Source: an optimization exercise on an open RTL-to-GDS flow (aim: small area and a short achievable clock period). Production flows keep margins and buffers that such runs may drop. The RTL was checked by simulation tests, not by an equivalence proof against the original design. Power is estimated from default activity; no workload was simulated.

== main ==
==> flow/design.v <==
`timescale 1ns / 1ps
module PPCPU(Clock, Resetn, PC, IF_Inst, MEM_Alu,
             DM_Write, DM_WData, DM_RData);
input Clock, Resetn;
input [31:0] IF_Inst;
output [31:0] PC;
output [31:0] MEM_Alu;
output DM_Write;
output [31:0] DM_WData;
input [31:0] DM_RData;
integer i;
reg [31:2] pc;               
reg [31:0] ir;               
reg        id_j, id_r1, id_r2;    
reg [31:28] id_pc4;          
reg [31:1] rs_oh, rt_oh;     
reg [31:0] ea, eb;           
reg [31:0] es;               
reg        e_fa, e_fb;       
reg        e_add, e_sub, e_and, e_or, e_xor, e_srl, e_sll;
reg [4:0]  exe_rn;
reg        exe_wreg, exe_m2reg, exe_wmem, exe_is_jump, exe_is_beq, exe_is_bne;
reg [31:0] mem_alu, mem_b;
reg [4:0]  mem_rn;
reg        mem_wreg, mem_m2reg, mem_wmem, mem_branch;
reg        wb_branch;
reg [32*32-1:32] rf;         
reg [31:1] vld;              
assign PC = {pc, 2'b00};
assign MEM_Alu = mem_alu;
assign DM_Write = mem_wmem;
assign DM_WData = mem_b;
wire [31:0] mem_wd = mem_m2reg ? DM_RData : mem_alu;    
wire [31:1] rf_we;
genvar g;
generate for (g = 1; g < 32; g = g + 1) begin : wdec
    assign rf_we[g] = mem_wreg & (mem_rn == g);
end endgenerate
always @(posedge Clock)
    for (i = 1; i < 32; i = i + 1)
        if (rf_we[i]) rf[i*32 +: 32] <= mem_wd;
always @(posedge Clock or negedge Resetn)
    if (!Resetn) vld <= 0;
    else vld <= vld | rf_we;
wire [5:0] op = ir[31:26];
wire [5:0] func = ir[25:20];
wire [4:0] rs = ir[9:5];
wire [4:0] rt = ir[4:0];
wire [4:0] rd = ir[14:10];
wire op0 = op == 6'd0, op1 = op == 6'd1, op2 = op == 6'd2;
wire i_add  = op0 & (func[2:0] == 3'b001);
wire i_and  = op1 & (func[2:0] == 3'b001);
wire i_or   = op1 & (func[2:0] == 3'b010);
wire i_xor  = op1 & (func[2:0] == 3'b100);
wire i_srl  = op2 & (func[2:0] == 3'b010);
wire i_sll  = op2 & (func[2:0] == 3'b011);
wire i_addi = op == 6'd5;
wire i_andi = op == 6'd9;
wire i_ori  = op == 6'd10;
wire i_xori = op == 6'd12;
wire i_lw   = op == 6'd13;
wire i_sw   = op == 6'd14;
wire i_beq  = op == 6'd15;
wire i_bne  = op == 6'd16;
wire i_j    = op == 6'd18;
wire rs1_is_reg = id_r1;
wire rs2_is_reg = id_r2;
wire shift  = i_sll|i_srl;
wire aluimm = i_addi|i_andi|i_ori|i_xori|i_lw|i_sw;
wire regrt  = i_addi|i_andi|i_ori|i_xori|i_lw;
wire sext   = i_addi|i_lw|i_sw|i_beq|i_bne;
wire a_exe = rs1_is_reg & exe_wreg & (exe_rn == rs);
wire b_exe = rs2_is_reg & exe_wreg & (exe_rn == rt);
wire a_mem = rs1_is_reg & mem_wreg & (mem_rn == rs);
wire b_mem = rs2_is_reg & mem_wreg & (mem_rn == rt);
wire stall = (exe_m2reg & (a_exe | b_exe)) | exe_is_bne | exe_is_beq;
wire discard = exe_is_jump | mem_branch | wb_branch | stall;
wire f1 = func == 6'd1, f2 = func == 6'd2, f3 = func == 6'd3, f4 = func == 6'd4;
wire d_add = op0 | i_addi | i_lw | i_sw;
wire d_and = (op1 & f1) | i_andi;
wire d_or  = (op1 & f2) | i_ori;
wire d_xor = (op1 & f4) | i_xori;
wire d_srl = op2 & f2;
wire d_sll = op2 & f3;
wire d_sub = i_beq | i_bne;
wire va = |(rs_oh & vld), vb = |(rt_oh & vld);
reg [31:0] ra, rb;
always @* begin
    ra = 0;
    rb = 0;
    for (i = 1; i < 32; i = i + 1) begin
        ra = ra | ({32{rs_oh[i]}} & rf[i*32 +: 32]);
        rb = rb | ({32{rt_oh[i]}} & rf[i*32 +: 32]);
    end
end
wire [31:0] qa = va ? ra : {28'b0, (rs <= 5'd8) ? rs[3:0] : 4'd0};
wire [31:0] qb = vb ? rb : {28'b0, (rt <= 5'd8) ? rt[3:0] : 4'd0};
wire id_wreg = (i_add|i_and|i_or|i_xor|i_sll|i_srl|i_addi|i_andi|i_ori|i_xori|i_lw) & ~discard;
wire [4:0] id_rn = regrt ? rt : rd;
wire [31:0] imm = {{16{sext & ir[25]}}, ir[25:10]};
function [2:0] if_flags(input [31:0] w);    
    reg o0, o1, o2, add, a, o, x, rl, ll, addi, andi, ori, xori, lw, sw, beq, bne;
    begin
        o0 = w[31:26] == 6'd0; o1 = w[31:26] == 6'd1; o2 = w[31:26] == 6'd2;
        add = o0 & (w[22:20] == 3'b001);
        a   = o1 & (w[22:20] == 3'b001);
        o   = o1 & (w[22:20] == 3'b010);
        x   = o1 & (w[22:20] == 3'b100);
        rl  = o2 & (w[22:20] == 3'b010);
        ll  = o2 & (w[22:20] == 3'b011);
        addi = w[31:26] == 6'd5;  andi = w[31:26] == 6'd9;  ori = w[31:26] == 6'd10;
        xori = w[31:26] == 6'd12; lw = w[31:26] == 6'd13;   sw = w[31:26] == 6'd14;
        beq = w[31:26] == 6'd15;  bne = w[31:26] == 6'd16;
        if_flags = {w[31:26] == 6'd18,
                    add|a|o|x|addi|andi|ori|xori|lw|sw|beq|bne,
                    add|a|o|x|rl|ll|sw|beq|bne};
    end
endfunction
wire [31:2] pc4 = pc + 30'd1;
wire [31:2] bpc = pc + {{13{mem_b[16]}}, mem_b[16:0]};
wire [31:2] pcadd = mem_branch ? bpc : pc4;
wire [31:2] jpc = {id_pc4, ir[25:0]};
wire [31:2] npc = (id_j & ~wb_branch & ~mem_branch) ? jpc : pcadd;
always @(posedge Clock or negedge Resetn)
    if (!Resetn) begin
        pc <= 0;
        ir <= 0;
        {id_j, id_r1, id_r2} <= 0;
    end else if (!stall) begin
        pc <= npc;
        ir <= IF_Inst;
        {id_j, id_r1, id_r2} <= if_flags(IF_Inst);
    end
function [31:1] onehot(input [4:0] n);
    integer k;
    for (k = 1; k < 32; k = k + 1) onehot[k] = n == k;
endfunction
always @(posedge Clock)
    if (!stall) id_pc4 <= pcadd[31:28];    
always @(posedge Clock) begin
    rs_oh <= onehot(stall ? ir[9:5] : IF_Inst[9:5]);
    rt_oh <= onehot(stall ? ir[4:0] : IF_Inst[4:0]);
end
always @(posedge Clock) begin
    ea <= shift ? {27'b0, ir[19:15]} : a_exe ? 32'b0 : a_mem ? mem_wd : qa;
    eb <= aluimm ? imm : b_exe ? 32'b0 : b_mem ? mem_wd : qb;
    es <= (i_beq | i_bne) ? {15'b0, {ir[25], ir[25:10]} - 17'd1} : qb;
    e_fa <= ~shift & a_exe;
    e_fb <= ~aluimm & b_exe;
end
always @(posedge Clock or negedge Resetn)
    if (!Resetn) begin
        {e_add, e_sub, e_and, e_or, e_xor, e_srl, e_sll} <= 0;
        exe_rn <= 0;
        {exe_wreg, exe_m2reg, exe_wmem, exe_is_jump, exe_is_beq, exe_is_bne} <= 0;
    end else begin
        {e_add, e_sub, e_and, e_or, e_xor, e_srl, e_sll} <= {d_add, d_sub, d_and, d_or, d_xor, d_srl, d_sll};
        exe_rn <= id_rn;
        exe_wreg <= id_wreg;
        exe_m2reg <= i_lw;
        exe_wmem <= i_sw & ~discard;
        exe_is_jump <= i_j;
        exe_is_beq <= i_beq & ~discard;
        exe_is_bne <= i_bne & ~discard;
    end
wire [31:0] alua = ({32{e_fa}} & mem_alu) | ea;
wire [31:0] alub = ({32{e_fb}} & mem_alu) | eb;
reg [31:0] sh_in, shl;
always @* for (i = 0; i < 32; i = i + 1) sh_in[i] = e_sll ? alub[31-i] : alub[i];
wire [31:0] shr = sh_in >> ea[4:0];
always @* for (i = 0; i < 32; i = i + 1) shl[i] = shr[31-i];
wire [32:0] sum2 = {alua, 1'b1} + {alub ^ {32{e_sub}}, e_sub};
wire [31:0] sum = sum2[32:1];
wire [31:0] ealu = ({32{e_add | e_sub}} & sum)
                 | ({32{e_and}} & (alua & alub))
                 | ({32{e_or}}  & (alua | alub))
                 | ({32{e_xor}} & (alua ^ alub))
                 | ({32{e_srl}} & shr)
                 | ({32{e_sll}} & shl);
wire eq = alua == alub;
wire branch = (exe_is_beq & eq) | (exe_is_bne & ~eq);
always @(posedge Clock or negedge Resetn)
    if (!Resetn) begin
        mem_alu <= 0;
        mem_rn <= 0;
        {mem_wreg, mem_m2reg, mem_wmem, mem_branch} <= 0;
        wb_branch <= 0;
    end else begin
        mem_alu <= ealu;
        mem_rn <= exe_rn;
        {mem_wreg, mem_m2reg, mem_wmem, mem_branch} <= {exe_wreg, exe_m2reg, exe_wmem, branch};
        wb_branch <= mem_branch;
    end
always @(posedge Clock) begin
    mem_b <= es;
end
endmodule
Settings: LEC_CHECK=0, CAP_MARGIN=20, CORE_MARGIN=2, CORE_UTILIZATION=55, SETUP_SLACK_MARGIN=4.3, SLEW_MARGIN=20, TNS_END_PERCENT=100, BUFFER_PORTS_ARGS=-buffer_cell sky130_fd_sc_hd__buf_2; clock period 7.0 ns.
standard.sh (not shown) runs the stock make flow with config.mk's settings and CLKGATE_MAP_FILE= SYNTH_SCRIPT=/design/flow/synth_recipe.tcl, a recipe that flattens the netlist after the stock synthesis.
==> flow/flow/run.sh <==
#!/bin/bash
# Layout: the standard flow (the standard.sh, standard synthesis unchanged), with
# one change: the input and output ports are buffered with buf_2 cells instead of
# the buffer that buffer_ports picks by default (a slow delay cell).
set -e
PORT_BUF="-buffer_cell sky130_fd_sc_hd__buf_2"
export BUFFER_PORTS_ARGS="$PORT_BUF"
if [ -w config.mk ]; then
    echo "export BUFFER_PORTS_ARGS = $PORT_BUF" >> config.mk
fi
bash standard.sh > standard_sh.log 2>&1
Here is what was changed in the inputs of the feature branch compared with main.
- TNS_END_PERCENT now 0, was 100
[summary]
Compared with main, the feature branch shows a lower buffer and inverter count on the worst path. Power density relative to cell area essentially unchanged between the feature branch and main. The feature branch vs main on worst setup slack: the feature branch is the lower one. Fraction of standard cell area in multi-input logic: the feature branch < main. Looking only at non-clock buffer count, and setting everything else aside, the lower value of the feature branch and main goes to the feature branch. Compared to main, the feature branch has routed wire length 2.7% lower. Compared with main, the feature branch shows critical path depth lower by 4. Summary of the feature branch over main: first-pass GRT wire length fell by about 2.2%; part of the power in registers climbed 3.3 points; net switching fraction of the power shows a reduction of 0.52 points.

[what the ideal ports hide]
How much do the figures lean on ideal ports? The routed layouts below were timed once more, with nothing changed but the port constraints.
Step 1: set_driving_cell puts a clkbuf_16 on Clock and a buf_2 on each other input, an assumption about the parent block.
Step 2 also shifts input and output timing later by t, the mid clock arrival at the registers, as if the neighbouring blocks saw the same clock.
Three values: no drivers, after step 1, after step 2; two values: the first two.
| run | t (ns) | setup WS [ns] | worst hold slack (ns) | worst setup path after step 2 | slew at the worst register clock pin (ns) |
|---|---|---|---|---|---|
| main | 0.863 | 3.742 / 3.742 / 3.731 | 0.319 / 0.319 / 0.319 | input to register | 0.07 / 0.07 |
| the feature branch | 0.853 | 3.549 / 3.549 / 3.248 | 0.321 / 0.321 / 0.321 | input to register | 0.07 / 0.07 |
After both steps setup and hold are still met in every run listed. For the feature branch, which loses most, drivers alone change the setup slack by 0.000 ns; drivers and shift together by -0.301 ns.
